This is an optimization exercise on Yosys and OpenROAD, whose aim is small area, not a production implementation.
Only simulation tests tie the RTL to the original design; equivalence was not proved.
No activity file was given, so power comes from the tool's default toggle rates.

==> inputs of run a <==
==> flow/design.v <==
module MIPS(
    clk,
    rst_n,
    in_valid,
    instruction,
    output_reg,
    out_valid,
    out_1,
    out_2,
    out_3,
    out_4,
    instruction_fail
);
input clk;
input rst_n;
input in_valid;
input [31:0] instruction;
input [19:0] output_reg;
output logic out_valid, instruction_fail;
output logic [31:0] out_1, out_2, out_3, out_4;
function automatic [5:0] dec(input [2:0] c);
    dec[0] = ~c[2] & ~c[1] & ~c[0];
    dec[1] = ~c[2] & ~c[1] &  c[0];
    dec[2] = ~c[2] &  c[1] & ~c[0];
    dec[3] = ~c[2] &  c[1] &  c[0];
    dec[4] =  c[2] & ~c[0];
    dec[5] =  c[2] &  c[0];
endfunction
function automatic legal_reg(input [4:0] r);
    legal_reg = (r == 5'd8) || (r == 5'd16) || (r == 5'd17) ||
                (r == 5'd18) || (r == 5'd23) || (r == 5'd31);
endfunction
logic is_r, is_i, funct_ok, legal_r, legal_i;
logic [1:0] st0;
always_comb begin
    is_r = instruction[31:26] == 6'b000000;
    is_i = instruction[31:26] == 6'b001000;
    case (instruction[5:0])
        6'b100000, 6'b100100, 6'b100101, 6'b100111, 6'b000000, 6'b000010: funct_ok = 1'b1;
        default: funct_ok = 1'b0;
    endcase
    legal_i = is_i & legal_reg(instruction[25:21]) & legal_reg(instruction[20:16]);
    legal_r = is_r & legal_reg(instruction[25:21]) & legal_reg(instruction[20:16]) &
              legal_reg(instruction[15:11]) & funct_ok;
    st0[1] = in_valid & (legal_r | legal_i);
    st0[0] = in_valid & ~legal_r;
end
logic [1:0] st1, st2, st3, st4;
logic [2:0] rs1, rs2, rs3, rt1, rt2, rt3;
logic [15:0] imm1, imm2, imm3;
logic [11:0] or1, or2, or3, or4;
always_ff @(posedge clk or negedge rst_n) begin
    if (!rst_n) begin
        st1 <= 2'b00;
        st2 <= 2'b00;
        st3 <= 2'b00;
        st4 <= 2'b00;
    end else begin
        st1 <= st0;
        st2 <= st1;
        st3 <= st2;
        st4 <= st3;
    end
end
always_ff @(posedge clk) begin
    rs1  <= {instruction[24], instruction[22], instruction[21]};
    rt1  <= {instruction[19], instruction[17], instruction[16]};
    imm1 <= instruction[15:0];
    or1  <= {output_reg[18], output_reg[16], output_reg[15],
             output_reg[13], output_reg[11], output_reg[10],
             output_reg[8],  output_reg[6],  output_reg[5],
             output_reg[3],  output_reg[1],  output_reg[0]};
    rs2 <= rs1;  rt2 <= rt1;  imm2 <= imm1;  or2 <= or1;
    rs3 <= rs2;  rt3 <= rt2;  imm3 <= imm2;  or3 <= or2;
    or4 <= or3;
end
logic [31:0] rf [0:5];
logic [5:0] wr;    
logic is_addi3, we3, sll3, srl3;
logic [5:0] rs_sel, rt_sel, wsel;
logic [31:0] a, b, rtv, sum, lg, shx, shy, wdata;
logic [4:0] shamt;
logic [31:0] g, p, gg, pp;
logic [2:0] dst;
always_comb begin
    is_addi3 = st3[1] & st3[0];
    we3 = st3[1];
    sll3 = ~st3[0] & ~imm3[5] & ~imm3[1];
    srl3 = ~st3[0] & ~imm3[5] &  imm3[1];
    rs_sel = dec(sll3 ? rt3 : rs3) & wr & {6{~srl3}};
    rt_sel = dec(rt3) & wr & {6{~st3[0] & ~sll3}};
    a = 32'd0;
    rtv = 32'd0;
    for (int i = 0; i < 6; i++) begin
        a   = a   | (rf[i] & {32{rs_sel[i]}});
        rtv = rtv | (rf[i] & {32{rt_sel[i]}});
    end
    b = rtv | {16'd0, imm3 & {16{st3[0]}}};
    g = a & b;
    p = a ^ b;
    gg = g; pp = p;
    for (int l = 0; l < 5; l++)
        for (int i = 0; i < 32; i++)
            if ((i >> l) % 2 == 1) begin
                gg[i] = gg[i] | (pp[i] & gg[((i >> l) << l) - 1]);
                pp[i] = pp[i] & pp[((i >> l) << l) - 1];
            end
    sum[0] = p[0];
    for (int i = 1; i < 32; i++)
        sum[i] = p[i] ^ gg[i - 1];
    if (imm3[1])
        lg = ~(a | rtv);
    else if (imm3[0])
        lg = a | rtv;
    else
        lg = a & rtv;
    shamt = imm3[10:6];
    for (int i = 0; i < 32; i++)
        shx[i] = rtv[i] | a[31 - i];
    shy = shx >> shamt;
    if (st3[0] | (imm3[5] & ~imm3[2]))
        wdata = sum;
    else if (imm3[5])
        wdata = lg;
    else
        for (int i = 0; i < 32; i++)
            wdata[i] = imm3[1] ? shy[i] : shy[31 - i];
    dst = st3[0] ? rt3 : {imm3[14], imm3[12], imm3[11]};
    wsel = dec(dst) & {6{we3}};
end
always_ff @(posedge clk or negedge rst_n) begin
    if (!rst_n)
        wr <= 6'd0;
    else
        wr <= wr | wsel;
end
always_ff @(posedge clk) begin
    for (int i = 0; i < 6; i++)
        if (wsel[i])
            rf[i] <= wdata;
end
logic [5:0] s1, s2, s3, s4;
logic oe;
always_comb begin
    oe = st4[1];
    s1 = dec(or4[2:0])  & wr & {6{oe}};
    s2 = dec(or4[5:3])  & wr & {6{oe}};
    s3 = dec(or4[8:6])  & wr & {6{oe}};
    s4 = dec(or4[11:9]) & wr & {6{oe}};
    out_1 = 32'd0;
    out_2 = 32'd0;
    out_3 = 32'd0;
    out_4 = 32'd0;
    for (int i = 0; i < 6; i++) begin
        out_1 = out_1 | (rf[i] & {32{s1[i]}});
        out_2 = out_2 | (rf[i] & {32{s2[i]}});
        out_3 = out_3 | (rf[i] & {32{s3[i]}});
        out_4 = out_4 | (rf[i] & {32{s4[i]}});
    end
    out_valid = st4[1] | st4[0];
    instruction_fail = ~st4[1] & st4[0];
end
endmodule
==> flow/flow/run.sh <==
#!/bin/bash
# The standard layout (standard.sh), with these changes:
#  - ports are buffered with the smallest buffer (buf_1) instead of the default;
#  - CTS uses clkbuf_4 with sink clusters of up to 10 and inserts no dummy loads.
set -euo pipefail
export BUFFER_PORTS_ARGS="-buffer_cell sky130_fd_sc_hd__buf_1"
export CTS_ARGS="-sink_clustering_enable -repair_clock_nets -dont_use_dummy_load -buf_list {sky130_fd_sc_hd__clkbuf_4} -sink_clustering_size 10 -sink_clustering_max_diameter 50"
bash standard.sh > standard.log 2>&1
==> flow/standard.sh <==
#!/bin/bash
# synth_recipe.tcl (not shown) runs the flow's synth.tcl, then flattens the netlist and writes it again
# the make line also repeats each setting of config.mk as NAME=value (left out here)
make -C /OpenROAD-flow-scripts/flow DESIGN_CONFIG=/design/flow/config.mk WORK_HOME=/design/flow/orfs CLKGATE_MAP_FILE= SYNTH_SCRIPT=/design/flow/synth_recipe.tcl "${@:-finish}"
==> flow/config.mk <==
export PLATFORM = sky130hd
export DESIGN_NAME = MIPS
export DESIGN_NICKNAME = MIPS
export VERILOG_FILES = /design/flow/design.v
export SDC_FILE = /design/flow/constraint.sdc
export NUM_CORES = 4
export LEC_CHECK = 0
export CAP_MARGIN = 10
export CELL_PAD_IN_SITES_DETAIL_PLACEMENT = 1
export CELL_PAD_IN_SITES_GLOBAL_PLACEMENT = 1
export CORE_MARGIN = 2
export CORE_UTILIZATION = 40
export PLACE_DENSITY = 0.45
export SLEW_MARGIN = 10
==> flow/constraint.sdc <==
create_clock -name core_clock -period 6.5 [get_ports {clk}]
set_input_delay 1.3000 -clock core_clock [delete_from_list [all_inputs] [get_ports {clk}]]
set_output_delay 1.3000 -clock core_clock [all_outputs]
set_load 0.01 [all_outputs]
==> inputs of run b, as changes to run a <==
--- a/flow/design.v
+++ b/flow/design.v
@@ -76,7 +76,7 @@
 end
 logic [31:0] rf [0:5];
 logic [5:0] wr;    
-logic is_addi3, we3, sll3, srl3;
+logic is_addi3, we3;
 logic [5:0] rs_sel, rt_sel, wsel;
 logic [31:0] a, b, rtv, sum, lg, shx, shy, wdata;
 logic [4:0] shamt;
@@ -85,10 +85,8 @@
 always_comb begin
     is_addi3 = st3[1] & st3[0];
     we3 = st3[1];
-    sll3 = ~st3[0] & ~imm3[5] & ~imm3[1];
-    srl3 = ~st3[0] & ~imm3[5] &  imm3[1];
-    rs_sel = dec(sll3 ? rt3 : rs3) & wr & {6{~srl3}};
-    rt_sel = dec(rt3) & wr & {6{~st3[0] & ~sll3}};
+    rs_sel = dec(rs3) & wr;
+    rt_sel = dec(rt3) & wr & {6{~st3[0]}};
     a = 32'd0;
     rtv = 32'd0;
     for (int i = 0; i < 6; i++) begin
@@ -116,7 +114,7 @@
         lg = a & rtv;
     shamt = imm3[10:6];
     for (int i = 0; i < 32; i++)
-        shx[i] = rtv[i] | a[31 - i];
+        shx[i] = imm3[1] ? rtv[i] : rtv[31 - i];
     shy = shx >> shamt;
     if (st3[0] | (imm3[5] & ~imm3[2]))
         wdata = sum;
==> flow/flow/run.sh (replaced) <==
#!/bin/bash
# The standard layout (standard.sh), with these changes:
#  - synthesis is the standard synthesis (synth_recipe.tcl) except that
#    ABC runs flow/abc_area.script: ORFS's abc_speed.script with its &nf
#    mapping steps allowed a 30% delay relaxation (&nf -R 30) to recover area
#    and without its final upsize step.
#    Registers are mapped before ABC, so they are the standard synthesis's.
#  - ports are buffered with the smallest buffer (buf_1) instead of the default;
#  - CTS uses clkbuf_4 with sink clusters of up to 10 and inserts no dummy loads.
set -euo pipefail
rm -rf scripts_abc
cp -r "$FLOW_HOME/scripts" scripts_abc
cp flow/abc_area.script scripts_abc/abc_area.script
export BUFFER_PORTS_ARGS="-buffer_cell sky130_fd_sc_hd__buf_1"
export CTS_ARGS="-sink_clustering_enable -repair_clock_nets -dont_use_dummy_load -buf_list {sky130_fd_sc_hd__clkbuf_4} -sink_clustering_size 10 -sink_clustering_max_diameter 50"
SCRIPTS_DIR="$PWD/scripts_abc" ABC_AREA=1 bash standard.sh synth > synth.log 2>&1
bash standard.sh > standard.log 2>&1
==> flow/flow/abc_area.script (new file) <==
&get -n
&st
&dch
&nf -R 30
&st
&syn2
&if -g -K 6
&synch2
&nf -R 30
&st
&syn2
&if -g -K 6
&synch2
&nf -R 30
&st
&syn2
&if -g -K 6
&synch2
&nf -R 30
&st
&syn2
&if -g -K 6
&synch2
&nf -R 30
&st
&syn2
&if -g -K 6
&synch2
&nf -R 30
&put
buffer -c
topo
stime -c
dnsize -c
==> qor summary <==
Result of the run: run a no timing/DRC/antenna violations; run b no timing/DRC/antenna violations
Tapcell count: run a 680; run b 607
Initial cell density of the core: run a 0.406; run b 0.406
Skew-Pair Late Insertion Delay: run a 0.82 ns; run b 0.81 ns
Clk power: run a 993 uW; run b 962 uW
Global-route wire length before repair: run a 160 mm; run b 135 mm
Internal: run a 2760 uW; run b 2610 uW
Met1 usage: run a 0.519; run b 0.503
Number of signal-net buffers in the layout: run a 328; run b 267
Fraction of area in registers: run a 0.363; run b 0.403
Final instance count without filler cells: run a 2955; run b 2645
Share of the synthesized area in the top cell type: run a 0.276; run b 0.304
Wire length on met1: run a 42.2 mm; run b 36.5 mm
Worst supply voltage drop on vdd: run a 0.125 mV; run b 0.141 mV
Post-Syn Instances: run a 2107; run b 1919
Switching Fraction: run a 0.298; run b 0.264
Cells after DPL: run a 2908; run b 2599
Storage element area: run a 0.00840 mm^2; run b 0.00840 mm^2
Fraction of the yosys area taken by sequential cells: run a 0.403; run b 0.443
Synthesized Nets: run a 2214; run b 2026
Area used by multi-input combinational logic: run a 0.0116 mm^2; run b 0.00982 mm^2
Placer congestion estimate: run a 0.995; run b 0.968
Mean number of vias per cell: run a 7.69; run b 7.65

[separate check: timing with driven ports]
The flow's constraints put no driver on any port. The routed layouts listed below were extracted and timed again, unchanged, in two steps.
Step 1: set_driving_cell puts a clkbuf_16 on clk and a buf_2 on each other input, an assumption about the parent block.
Step 2, shift: input delay + t, output delay - t, t = (earliest + latest rising clock arrival at the registers) / 2. This alone moves slack from input paths to output paths.
Slacks: ideal / step 1 / step 2; pairs: ideal / step 1.
run | t, ns | slack for setup (ns) | clock arrival spread, ns | slew at the worst register clock pin (ns) | pins driven straight from the clock port
run a | 0.834 | 0.364 / 0.364 / 0.364 | 0.098 / 0.098 | 0.12 / 0.12 | 1
run b | 0.812 | 0.619 / 0.619 / 0.619 | 0.091 / 0.090 | 0.11 / 0.11 | 1
After both steps setup and hold are still met in every run listed.
